From an optimization exercise on the open Yosys and OpenROAD flow, aimed at a short achievable clock period and few clock cycles; shortcuts taken in it are not production practice. RTL that was checked went through simulation tests only; none was proved equivalent to the original. The clock port is modelled as an ideal driver, which makes a skipped or thinned clock tree look cheaper than it is; a real chip needs a root buffer or a tree. Power and IR drop assume default switching activity.

## trial 48
// mem_readout_top_2
module mem_readout_top_2(
    input clk,
    input reset,
    input wire [2:0] BX,
    input [6:0] clk_cnt,
    input [2:0] BX_pipe,
    input [5:0] number_in1,
    output [5:0] read_add1,
    input [43:0] input_L1L2_1,
    input [5:0] number_in2,
    output [5:0] read_add2,
    input [43:0] input_L1L2_2,
    input [5:0] number_in3,
    output [5:0] read_add3,
    input [43:0] input_L1L2_3,
    input [5:0] number_in4,
    output [5:0] read_add4,
    input [43:0] input_L1L2_4,
    input [5:0] number_in5,
    output [5:0] read_add5,
    input [43:0] input_L3L4_1,
    input [5:0] number_in6,
    output [5:0] read_add6,
    input [43:0] input_L3L4_2,
    input [5:0] number_in7,
    output [5:0] read_add7,
    input [43:0] input_L3L4_3,
    input [5:0] number_in8,
    output [5:0] read_add8,
    input [43:0] input_L3L4_4,
    input [5:0] number_in9,
    output [5:0] read_add9,
    input [43:0] input_L5L6_1,
    input [5:0] number_in10,
    output [5:0] read_add10,
    input [43:0] input_L5L6_2,
    input [5:0] number_in11,
    output [5:0] read_add11,
    input [43:0] input_L5L6_3,
    input [5:0] number_in12,
    output [5:0] read_add12,
    input [43:0] input_L5L6_4,
    output reg [47:0] mem_dat_stream,
    output reg valid,
    output reg send_BX,
    output reg none
);
wire [5:0] num [0:11];
assign num[0] = number_in1;   assign num[1] = number_in2;
assign num[2] = number_in3;   assign num[3] = number_in4;
assign num[4] = number_in5;   assign num[5] = number_in6;
assign num[6] = number_in7;   assign num[7] = number_in8;
assign num[8] = number_in9;   assign num[9] = number_in10;
assign num[10] = number_in11; assign num[11] = number_in12;
wire [43:0] dat [0:11];
assign dat[0] = input_L1L2_1;  assign dat[1] = input_L1L2_2;
assign dat[2] = input_L1L2_3;  assign dat[3] = input_L1L2_4;
assign dat[4] = input_L3L4_1;  assign dat[5] = input_L3L4_2;
assign dat[6] = input_L3L4_3;  assign dat[7] = input_L3L4_4;
assign dat[8] = input_L5L6_1;  assign dat[9] = input_L5L6_2;
  ...
==> module mem_readout_top_2, before the edit <==
module mem_readout_top_2(
    input clk,
    input reset,
    input wire [2:0] BX,
    input [6:0] clk_cnt,
    input [2:0] BX_pipe,
    input [5:0] number_in1,
    output [5:0] read_add1,
    input [43:0] input_L1L2_1,
    input [5:0] number_in2,
    output [5:0] read_add2,
    input [43:0] input_L1L2_2,
    input [5:0] number_in3,
    output [5:0] read_add3,
    input [43:0] input_L1L2_3,
    input [5:0] number_in4,
    output [5:0] read_add4,
    input [43:0] input_L1L2_4,
    input [5:0] number_in5,
    output [5:0] read_add5,
    input [43:0] input_L3L4_1,
    input [5:0] number_in6,
    output [5:0] read_add6,
    input [43:0] input_L3L4_2,
    input [5:0] number_in7,
    output [5:0] read_add7,
    input [43:0] input_L3L4_3,
    input [5:0] number_in8,
    output [5:0] read_add8,
    input [43:0] input_L3L4_4,
    input [5:0] number_in9,
    output [5:0] read_add9,
    input [43:0] input_L5L6_1,
    input [5:0] number_in10,
    output [5:0] read_add10,
    input [43:0] input_L5L6_2,
    input [5:0] number_in11,
    output [5:0] read_add11,
    input [43:0] input_L5L6_3,
    input [5:0] number_in12,
    output [5:0] read_add12,
    input [43:0] input_L5L6_4,
    output reg [47:0] mem_dat_stream,
    output reg valid,
    output reg send_BX,
    output reg none
);
wire [5:0] num [0:11];
assign num[0] = number_in1;   assign num[1] = number_in2;
assign num[2] = number_in3;   assign num[3] = number_in4;
assign num[4] = number_in5;   assign num[5] = number_in6;
assign num[6] = number_in7;   assign num[7] = number_in8;
assign num[8] = number_in9;   assign num[9] = number_in10;
assign num[10] = number_in11; assign num[11] = number_in12;
wire [43:0] dat [0:11];
assign dat[0] = input_L1L2_1;  assign dat[1] = input_L1L2_2;
assign dat[2] = input_L1L2_3;  assign dat[3] = input_L1L2_4;
assign dat[4] = input_L3L4_1;  assign dat[5] = input_L3L4_2;
assign dat[6] = input_L3L4_3;  assign dat[7] = input_L3L4_4;
assign dat[8] = input_L5L6_1;  assign dat[9] = input_L5L6_2;
assign dat[10] = input_L5L6_3; assign dat[11] = input_L5L6_4;
reg [5:0] addr [0:11];           
assign read_add1 = addr[0];   assign read_add2 = addr[1];
assign read_add3 = addr[2];   assign read_add4 = addr[3];
assign read_add5 = addr[4];   assign read_add6 = addr[5];
assign read_add7 = addr[6];   assign read_add8 = addr[7];
assign read_add9 = addr[8];   assign read_add10 = addr[9];
assign read_add11 = addr[10]; assign read_add12 = addr[11];
function [11:0] lowest;
    input [11:0] m;
    integer j;
    reg seen;
    begin
        seen = 1'b0;
        for (j = 0; j < 12; j = j + 1) begin
            lowest[j] = m[j] & ~seen;
            seen = seen | m[j];
        end
    end
endfunction
function [3:0] code;
    input [11:0] s;
    integer j;
    begin
        code = 4'd0;
        for (j = 0; j < 12; j = j + 1)
            code = code | ({4{s[j]}} & (j[3:0] + 4'd1));
    end
endfunction
reg [11:0] ne;                   
reg [11:0] one, two;             
reg [5:0]  nm2 [0:11];           
integer n;
always @(posedge clk) begin
    for (n = 0; n < 12; n = n + 1) begin
        ne[n]  <= |num[n];
        one[n] <= (num[n] == 6'd1);
        two[n] <= (num[n] == 6'd2);
        nm2[n] <= num[n] - 6'd2;
    end
end
reg        first;
reg [11:0] first_m, second_m;
reg [11:0] act;
reg [11:0] last;                 
reg [11:0] succ [0:11];
reg [11:0] nosucc;               
reg        busy;                 
wire [11:0] fst = lowest(ne);
wire [11:0] leave = act & last;
integer i, j;
reg [11:0] act_nxt;
reg [11:0] nosucc_nxt;
always @(*) begin
    for (j = 0; j < 12; j = j + 1) begin
        act_nxt[j] = act[j] & ~last[j];
        for (i = 0; i < j; i = i + 1)
            act_nxt[j] = act_nxt[j] | (leave[i] & succ[i][j]);
    end
end
reg [11:0] succ_nxt [0:11];
reg        seen;
always @(*) begin
    for (i = 0; i < 12; i = i + 1) begin
        seen = 1'b0;
        for (j = 0; j < 12; j = j + 1) begin
            succ_nxt[i][j] = (j > i) & ne[j] & ~seen;
            if (j > i) seen = seen | ne[j];
        end
        nosucc_nxt[i] = ~seen;
    end
end
always @(posedge clk) begin
    first  <= reset;
    nosucc <= nosucc_nxt;
    if (first) begin
        act  <= fst;
        busy <= |ne;
    end else begin
        act  <= act_nxt;
        busy <= busy & ~|(leave & nosucc);
    end
    for (n = 0; n < 12; n = n + 1) begin
        succ[n] <= succ_nxt[n];
        first_m[n]  <= reset & |num[n];
        second_m[n] <= ~reset & first_m[n];
        if (first_m[n])
            last[n] <= one[n] | two[n];
        else if (act[n])
            last[n] <= (addr[n] == nm2[n]);
        else if (second_m[n])
            last[n] <= one[n];
        if (reset)
            addr[n] <= 6'd0;
        else if (first_m[n])
            addr[n] <= 6'd1;
        else if (act[n])
            addr[n] <= addr[n] + 6'd1;
        else if (second_m[n])
            addr[n] <= 6'd0;
    end
end
reg [11:0] sel;                  
reg [3:0]  sel_code;             
reg [2:0]  hdr_bx;               
reg        dvalid;               
reg [43:0] mux;
integer k;
always @(*) begin
    mux = 44'd0;
    for (k = 0; k < 12; k = k + 1)
        mux = mux | ({44{sel[k]}} & dat[k]);
end
always @(posedge clk) begin
    sel      <= reset ? 12'd0 : first ? fst : act;
    sel_code <= reset ? 4'hF : first ? code(fst) : code(act);
    hdr_bx   <= reset ? BX : 3'd0;
    dvalid   <= ~reset & (first ? |ne : busy & ~|(act & one & second_m));
    mem_dat_stream <= {sel_code, mux[43:41] | hdr_bx, mux[40:0]};
    valid   <= ~reset & dvalid;
    send_BX <= ~reset & first;
    none    <= ~reset & (first ? ~|ne : ~busy);
end
endmodule
export LEC_CHECK = 0
export ABC_CLOCK_PERIOD_IN_PS = 1300
export CAP_MARGIN = 20
export CORE_AREA = 6 6 264 264
export DIE_AREA = 0 0 270 270
export PLACE_DENSITY = 0.6
export SETUP_SLACK_MARGIN = 2.0
export SLEW_MARGIN = 20
create_clock -name core_clock -period 3.0 [get_ports {clk}]
standard.sh (not shown) runs the stock make flow with config.mk's settings and CLKGATE_MAP_FILE= SYNTH_SCRIPT=/design/flow/synth_recipe.tcl, a recipe that flattens the netlist after the stock synthesis.
==> flow/flow/run.sh <==
#!/bin/bash
# Standard ORFS layout with five changes:
# - synthesis and the resizer do not use the slow 3- and 4-input OR and
#   4-input NOR cells (added to the platform's don't-use list);
# - the ports get plain buffers that the resizer may size freely (instead
#   of delay cells of a fixed footprint);
# - the output word's pins are kept together on the top edge
#   (flow/pre_io.tcl, hooked in before ORFS's pin placement);
# - registers that drive only an output port's buffer are moved next to it
#   before detailed placement (flow/pre_dpl.tcl);
# - the clock tree is built by flow/mytree.tcl, hooked in before ORFS's CTS
#   step.
# Tool output goes to standard.log.
DONT_USE="$(cat flow/dont_use.txt)"
bash standard.sh PRE_CTS_TCL="$PWD/flow/pre_cts.tcl" \
  PRE_IO_PLACEMENT_TCL="$PWD/flow/pre_io.tcl" \
  PRE_DETAIL_PLACE_TCL="$PWD/flow/pre_dpl.tcl" \
  BUFFER_PORTS_ARGS="-buffer_cell sky130_fd_sc_hd__buf_4" \
  MATCH_CELL_FOOTPRINT=0 DONT_USE_CELLS="$DONT_USE" finish > standard.log 2>&1
Other scripts of this flow, unchanged in this note and not shown: flow/flow/dont_use.txt, flow/flow/mytree.tcl, flow/flow/pre_cts.tcl, flow/flow/pre_dpl.tcl, flow/flow/pre_io.tcl
Testbench counts of trial 48, summed over its fixed seeds: cycles 29,813.
Here is what was changed in the inputs of trial 40 compared with trial 48.
-- flow/design.v --
<<< trial 48, line 90
endfunction
reg [11:0] ne;                   
reg [11:0] one, two;             
reg [5:0]  nm2 [0:11];           
integer n;
always @(posedge clk) begin
    for (n = 0; n < 12; n = n + 1) begin
        ne[n]  <= |num[n];
        one[n] <= (num[n] == 6'd1);
        two[n] <= (num[n] == 6'd2);
>>> trial 40, line 90
endfunction
reg [11:0] ne;                   
reg [11:0] fst;                  
reg        any;                  
reg [11:0] one, two;             
reg [5:0]  nm2 [0:11];           
wire [11:0] ne_in;
genvar g;
generate
    for (g = 0; g < 12; g = g + 1) begin : g_ne
        assign ne_in[g] = |num[g];
    end
endgenerate
integer n;
always @(posedge clk) begin
    fst <= lowest(ne_in);
    any <= |ne_in;
    for (n = 0; n < 12; n = n + 1) begin
        ne[n]  <= ne_in[n];
        one[n] <= (num[n] == 6'd1);
        two[n] <= (num[n] == 6'd2);
<<< trial 48, line 108
reg [11:0] nosucc;               
reg        busy;                 
wire [11:0] fst = lowest(ne);
wire [11:0] leave = act & last;
integer i, j;
>>> trial 40, line 119
reg [11:0] nosucc;               
reg        busy;                 
reg        ghost;                
wire [11:0] leave = act & last;
integer i, j;
<<< trial 48, line 134
always @(posedge clk) begin
    first  <= reset;
    nosucc <= nosucc_nxt;
    if (first) begin
        act  <= fst;
        busy <= |ne;
    end else begin
        act  <= act_nxt;
>>> trial 40, line 145
always @(posedge clk) begin
    first  <= reset;
    ghost  <= first & |(fst & one);
    nosucc <= nosucc_nxt;
    if (first) begin
        act  <= fst;
        busy <= any;
    end else begin
        act  <= act_nxt;
<<< trial 48, line 146
        first_m[n]  <= reset & |num[n];
        second_m[n] <= ~reset & first_m[n];
        if (first_m[n])
            last[n] <= one[n] | two[n];
        else if (act[n])
            last[n] <= (addr[n] == nm2[n]);
        else if (second_m[n])
            last[n] <= one[n];
        if (reset)
            addr[n] <= 6'd0;
>>> trial 40, line 158
        first_m[n]  <= reset & |num[n];
        second_m[n] <= ~reset & first_m[n];
        last[n] <= (first_m[n] & (one[n] | two[n]))
                 | (~first_m[n] & act[n] & (addr[n] == nm2[n]))
                 | (~first_m[n] & ~act[n] & second_m[n] & one[n])
                 | (~first_m[n] & ~act[n] & ~second_m[n] & last[n]);
        if (reset)
            addr[n] <= 6'd0;
<<< trial 48, line 177
    sel_code <= reset ? 4'hF : first ? code(fst) : code(act);
    hdr_bx   <= reset ? BX : 3'd0;
    dvalid   <= ~reset & (first ? |ne : busy & ~|(act & one & second_m));
    mem_dat_stream <= {sel_code, mux[43:41] | hdr_bx, mux[40:0]};
    valid   <= ~reset & dvalid;
    send_BX <= ~reset & first;
    none    <= ~reset & (first ? ~|ne : ~busy);
end
endmodule
>>> trial 40, line 187
    sel_code <= reset ? 4'hF : first ? code(fst) : code(act);
    hdr_bx   <= reset ? BX : 3'd0;
    dvalid   <= ~reset & (first ? any : busy & ~ghost);
    mem_dat_stream <= {sel_code, mux[43:41] | hdr_bx, mux[40:0]};
    valid   <= ~reset & dvalid;
    send_BX <= ~reset & first;
    none    <= ~reset & (first ? ~any : ~busy);
end
endmodule
### Flow results
Going from trial 48 to trial 40, the sum of internal, switching and leakage power was found to have gone up by 680 µW.
Relative to trial 48, the via count of the first global-routing pass measured on trial 40 has increased slightly.
The run showing the smaller routed wire length is trial 48.
Trial 40 reports a higher number of placed instances, taps included than trial 48 does.
Lower synthesized cell count goes to trial 48 over trial 40.
Looking at area overhead of the layout relative to synthesis, trial 40 sits above trial 48.
Going from trial 48 to trial 40, delay contributed by the slowest stage of the critical path grows by 420 ps.
Summary of trial 40 over trial 48: logic gate share of total power grew by 2.3 points, worst hold slack has increased, switching share of power grew by 0.47 points, number of setup buffers added after CTS decreased 1, non-filler instance count after layout went up.
The RTL of trial 40 was laid out without a check of its function. In every run of this note, the design's own scripts or RTL, not TritonCTS, make the clock network.

========
## west
mem_readout_top_2, a different RTL version from the one above (not shown whole).
Size: ~1,700 cells after synthesis, about 350 flip-flops, ~740 I/O pins.
==> module mem_readout_top_2, before the edit <==
module mem_readout_top_2(
    input clk,
    input reset,
    input wire [2:0] BX,
    input [6:0] clk_cnt,
    input [2:0] BX_pipe,
    input [5:0] number_in1,
    output [5:0] read_add1,
    input [43:0] input_L1L2_1,
    input [5:0] number_in2,
    output [5:0] read_add2,
    input [43:0] input_L1L2_2,
    input [5:0] number_in3,
    output [5:0] read_add3,
    input [43:0] input_L1L2_3,
    input [5:0] number_in4,
    output [5:0] read_add4,
    input [43:0] input_L1L2_4,
    input [5:0] number_in5,
    output [5:0] read_add5,
    input [43:0] input_L3L4_1,
    input [5:0] number_in6,
    output [5:0] read_add6,
    input [43:0] input_L3L4_2,
    input [5:0] number_in7,
    output [5:0] read_add7,
    input [43:0] input_L3L4_3,
    input [5:0] number_in8,
    output [5:0] read_add8,
    input [43:0] input_L3L4_4,
    input [5:0] number_in9,
    output [5:0] read_add9,
    input [43:0] input_L5L6_1,
    input [5:0] number_in10,
    output [5:0] read_add10,
    input [43:0] input_L5L6_2,
    input [5:0] number_in11,
    output [5:0] read_add11,
    input [43:0] input_L5L6_3,
    input [5:0] number_in12,
    output [5:0] read_add12,
    input [43:0] input_L5L6_4,
    output reg [47:0] mem_dat_stream,
    output reg valid,
    output reg send_BX,
    output reg none
);
wire [5:0] num [0:11];
assign num[0] = number_in1;   assign num[1] = number_in2;
assign num[2] = number_in3;   assign num[3] = number_in4;
assign num[4] = number_in5;   assign num[5] = number_in6;
assign num[6] = number_in7;   assign num[7] = number_in8;
assign num[8] = number_in9;   assign num[9] = number_in10;
assign num[10] = number_in11; assign num[11] = number_in12;
wire [43:0] dat [0:11];
assign dat[0] = input_L1L2_1;  assign dat[1] = input_L1L2_2;
assign dat[2] = input_L1L2_3;  assign dat[3] = input_L1L2_4;
assign dat[4] = input_L3L4_1;  assign dat[5] = input_L3L4_2;
assign dat[6] = input_L3L4_3;  assign dat[7] = input_L3L4_4;
assign dat[8] = input_L5L6_1;  assign dat[9] = input_L5L6_2;
assign dat[10] = input_L5L6_3; assign dat[11] = input_L5L6_4;
reg [5:0] addr [0:11];           
assign read_add1 = addr[0];   assign read_add2 = addr[1];
assign read_add3 = addr[2];   assign read_add4 = addr[3];
assign read_add5 = addr[4];   assign read_add6 = addr[5];
assign read_add7 = addr[6];   assign read_add8 = addr[7];
assign read_add9 = addr[8];   assign read_add10 = addr[9];
assign read_add11 = addr[10]; assign read_add12 = addr[11];
function [11:0] lowest;
    input [11:0] m;
    integer j;
    reg seen;
    begin
        seen = 1'b0;
        for (j = 0; j < 12; j = j + 1) begin
            lowest[j] = m[j] & ~seen;
            seen = seen | m[j];
        end
    end
endfunction
function [3:0] code;
    input [11:0] s;
    integer j;
    begin
        code = 4'd0;
        for (j = 0; j < 12; j = j + 1)
            code = code | ({4{s[j]}} & (j[3:0] + 4'd1));
    end
endfunction
reg [11:0] ne;                   
reg [11:0] one, two;             
reg [5:0]  nm2 [0:11];           
integer n;
always @(posedge clk) begin
    for (n = 0; n < 12; n = n + 1) begin
        ne[n]  <= |num[n];
        one[n] <= (num[n] == 6'd1);
        two[n] <= (num[n] == 6'd2);
        nm2[n] <= num[n] - 6'd2;
    end
end
reg        first, second;
reg [11:0] act;
reg [11:0] last;                 
reg [11:0] succ [0:11];
reg [11:0] nosucc;               
reg        busy;                 
wire [11:0] fst = lowest(ne);
wire [11:0] leave = act & last;
integer i, j;
reg [11:0] act_nxt;
reg [11:0] nosucc_nxt;
always @(*) begin
    for (j = 0; j < 12; j = j + 1) begin
        act_nxt[j] = act[j] & ~last[j];
        for (i = 0; i < j; i = i + 1)
            act_nxt[j] = act_nxt[j] | (leave[i] & succ[i][j]);
    end
end
reg [11:0] succ_nxt [0:11];
reg        seen;
always @(*) begin
    for (i = 0; i < 12; i = i + 1) begin
        seen = 1'b0;
        for (j = 0; j < 12; j = j + 1) begin
            succ_nxt[i][j] = (j > i) & ne[j] & ~seen;
            if (j > i) seen = seen | ne[j];
        end
        nosucc_nxt[i] = ~seen;
    end
end
always @(posedge clk) begin
    first  <= reset;
    second <= ~reset & first;
    nosucc <= nosucc_nxt;
    if (first) begin
        act  <= fst;
        busy <= |ne;
    end else begin
        act  <= act_nxt;
        busy <= busy & ~|(leave & nosucc);
    end
    for (n = 0; n < 12; n = n + 1) begin
        succ[n] <= succ_nxt[n];
        if (first)
            last[n] <= one[n] | two[n];
        else if (act[n])
            last[n] <= (addr[n] == nm2[n]);
        else if (second)
            last[n] <= one[n];
        if (reset)
            addr[n] <= 6'd0;
        else if (first)
            addr[n] <= 6'd1;
        else if (act[n])
            addr[n] <= addr[n] + 6'd1;
        else if (second)
            addr[n] <= 6'd0;
    end
end
reg [11:0] sel;                  
reg [3:0]  sel_code;             
reg [2:0]  hdr_bx;               
reg        dvalid;               
reg [43:0] mux;
integer k;
always @(*) begin
    mux = 44'd0;
    for (k = 0; k < 12; k = k + 1)
        mux = mux | ({44{sel[k]}} & dat[k]);
end
always @(posedge clk) begin
    sel      <= reset ? 12'd0 : first ? fst : act;
    sel_code <= reset ? 4'hF : first ? code(fst) : code(act);
    hdr_bx   <= reset ? BX : 3'd0;
    dvalid   <= ~reset & (first ? |ne : busy & ~(second & |(act & one)));
    mem_dat_stream <= {sel_code, mux[43:41] | hdr_bx, mux[40:0]};
    valid   <= ~reset & dvalid;
    send_BX <= ~reset & first;
    none    <= ~reset & (first ? ~|ne : ~busy);
end
endmodule
==> flow/config.mk <==
export PLATFORM = sky130hd
export DESIGN_NAME = mem_readout_top_2
export DESIGN_NICKNAME = mem_readout_top_2
export VERILOG_FILES = /design/flow/design.v
export SDC_FILE = /design/flow/constraint.sdc
export NUM_CORES = 4
export LEC_CHECK = 0
export ABC_CLOCK_PERIOD_IN_PS = 1300
export CAP_MARGIN = 20
export CORE_AREA = 6 6 264 264
export DIE_AREA = 0 0 270 270
export PLACE_DENSITY = 0.6
export SETUP_SLACK_MARGIN = 1.8
export SLEW_MARGIN = 20
==> flow/constraint.sdc <==
create_clock -name core_clock -period 3.0 [get_ports {clk}]
set_input_delay 0.6000 -clock core_clock [delete_from_list [all_inputs] [get_ports {clk}]]
set_output_delay 0.6000 -clock core_clock [all_outputs]
set_load 0.01 [all_outputs]
==> flow/flow/run.sh <==
#!/bin/bash
# Standard ORFS layout with three changes:
# - synthesis and the resizer do not use the slow 3- and 4-input OR and
#   4-input NOR cells (added to the platform's don't-use list);
# - the ports get plain buffers that the resizer may size freely (instead
#   of delay cells of a fixed footprint);
# - the clock tree is built by flow/mytree.tcl, hooked in before ORFS's CTS
#   step.
# Tool output goes to standard.log.
DONT_USE="$(cat flow/dont_use.txt)"
bash standard.sh PRE_CTS_TCL="$PWD/flow/pre_cts.tcl" \
  BUFFER_PORTS_ARGS="-buffer_cell sky130_fd_sc_hd__buf_4" \
  MATCH_CELL_FOOTPRINT=0 DONT_USE_CELLS="$DONT_USE" finish > standard.log 2>&1
Other scripts of this flow, unchanged in this note and not shown: flow/flow/dont_use.txt, flow/flow/mytree.tcl, flow/flow/pre_cts.tcl
## Diff of input files: middle against west
--- a/flow/design.v
+++ b/flow/design.v
@@ -101,5 +101,6 @@
     end
 end
-reg        first, second;
+reg        first;
+reg [11:0] first_m, second_m;
 reg [11:0] act;
 reg [11:0] last;                 
@@ -133,5 +134,4 @@
 always @(posedge clk) begin
     first  <= reset;
-    second <= ~reset & first;
     nosucc <= nosucc_nxt;
     if (first) begin
@@ -144,17 +144,19 @@
     for (n = 0; n < 12; n = n + 1) begin
         succ[n] <= succ_nxt[n];
-        if (first)
+        first_m[n]  <= reset & |num[n];
+        second_m[n] <= ~reset & first_m[n];
+        if (first_m[n])
             last[n] <= one[n] | two[n];
         else if (act[n])
             last[n] <= (addr[n] == nm2[n]);
-        else if (second)
+        else if (second_m[n])
             last[n] <= one[n];
         if (reset)
             addr[n] <= 6'd0;
-        else if (first)
+        else if (first_m[n])
             addr[n] <= 6'd1;
         else if (act[n])
             addr[n] <= addr[n] + 6'd1;
-        else if (second)
+        else if (second_m[n])
             addr[n] <= 6'd0;
     end
@@ -175,5 +177,5 @@
     sel_code <= reset ? 4'hF : first ? code(fst) : code(act);
     hdr_bx   <= reset ? BX : 3'd0;
-    dvalid   <= ~reset & (first ? |ne : busy & ~(second & |(act & one)));
+    dvalid   <= ~reset & (first ? |ne : busy & ~|(act & one & second_m));
     mem_dat_stream <= {sel_code, mux[43:41] | hdr_bx, mux[40:0]};
     valid   <= ~reset & dvalid;
==> comparison <==
middle vs west on reported sequential group power: middle is the higher one. Taking west as the reference, in middle share of the clock period used by the worst path after layout now sits lower; number of antenna violations at the first check in global routing increased about 4.3%; combinational cell fraction of total power +4.2 points; synthesized netlist net count +about 3%. On worst hold slack, middle tracks west almost exactly. Compared with west, middle shows a final HPWL from detailed placement that is 2500 µm higher. The maximum vdd ir drop on middle is in line with that on west. Compared with west, middle ends up with a larger final cell area. For detailed route wirelength on metal2, dividing the value from west by the value from middle gives 0.936. | routed wire length | middle vs west | about 5% higher |. middle vs. west: fraction of area in multi-input gates ~0 delta; post-route worst setup slack went up; synthesized cell count saw an increase.
Testbench counts of middle, summed over its fixed seeds: cycles 29,813.
Only the layout flow was run in west; the RTL was not checked for function there. In every run of this note, the design's own scripts or RTL, not TritonCTS, make the clock network.

[port drivers added, routing unchanged]
How much do the figures lean on ideal ports? The routed layouts below were timed once more, with nothing changed but the port constraints. Step 1, drivers: a clkbuf_16 drives clk and a buf_2 each remaining input, both assumed. Step 2 adds t to the input delays and takes it off the output delays; t is the mean of the earliest and latest rising clock arrival at the registers after step 1. Input paths then give back, and output paths get back, about the clock's delay inside the block. Slacks: no drivers / after step 1 / after step 2; pairs: no drivers / after step 1.
run | t (ns) | setup WS [ns] | cell pins on the clock port's net
trial 48 | 0.468 | 1.528 / 1.419 / 1.293 | 4
trial 40 | 0.468 | 1.483 / 1.427 / 1.110 | 4
west | 0.462 | 1.471 / 1.360 / 1.293 | 4
middle | 0.470 | 1.485 / 1.372 / 1.322 | 4
After both steps every run listed still meets setup and hold. The setup slack of trial 40, which loses most, moves by -0.056 ns with the drivers and by -0.373 ns with both steps.
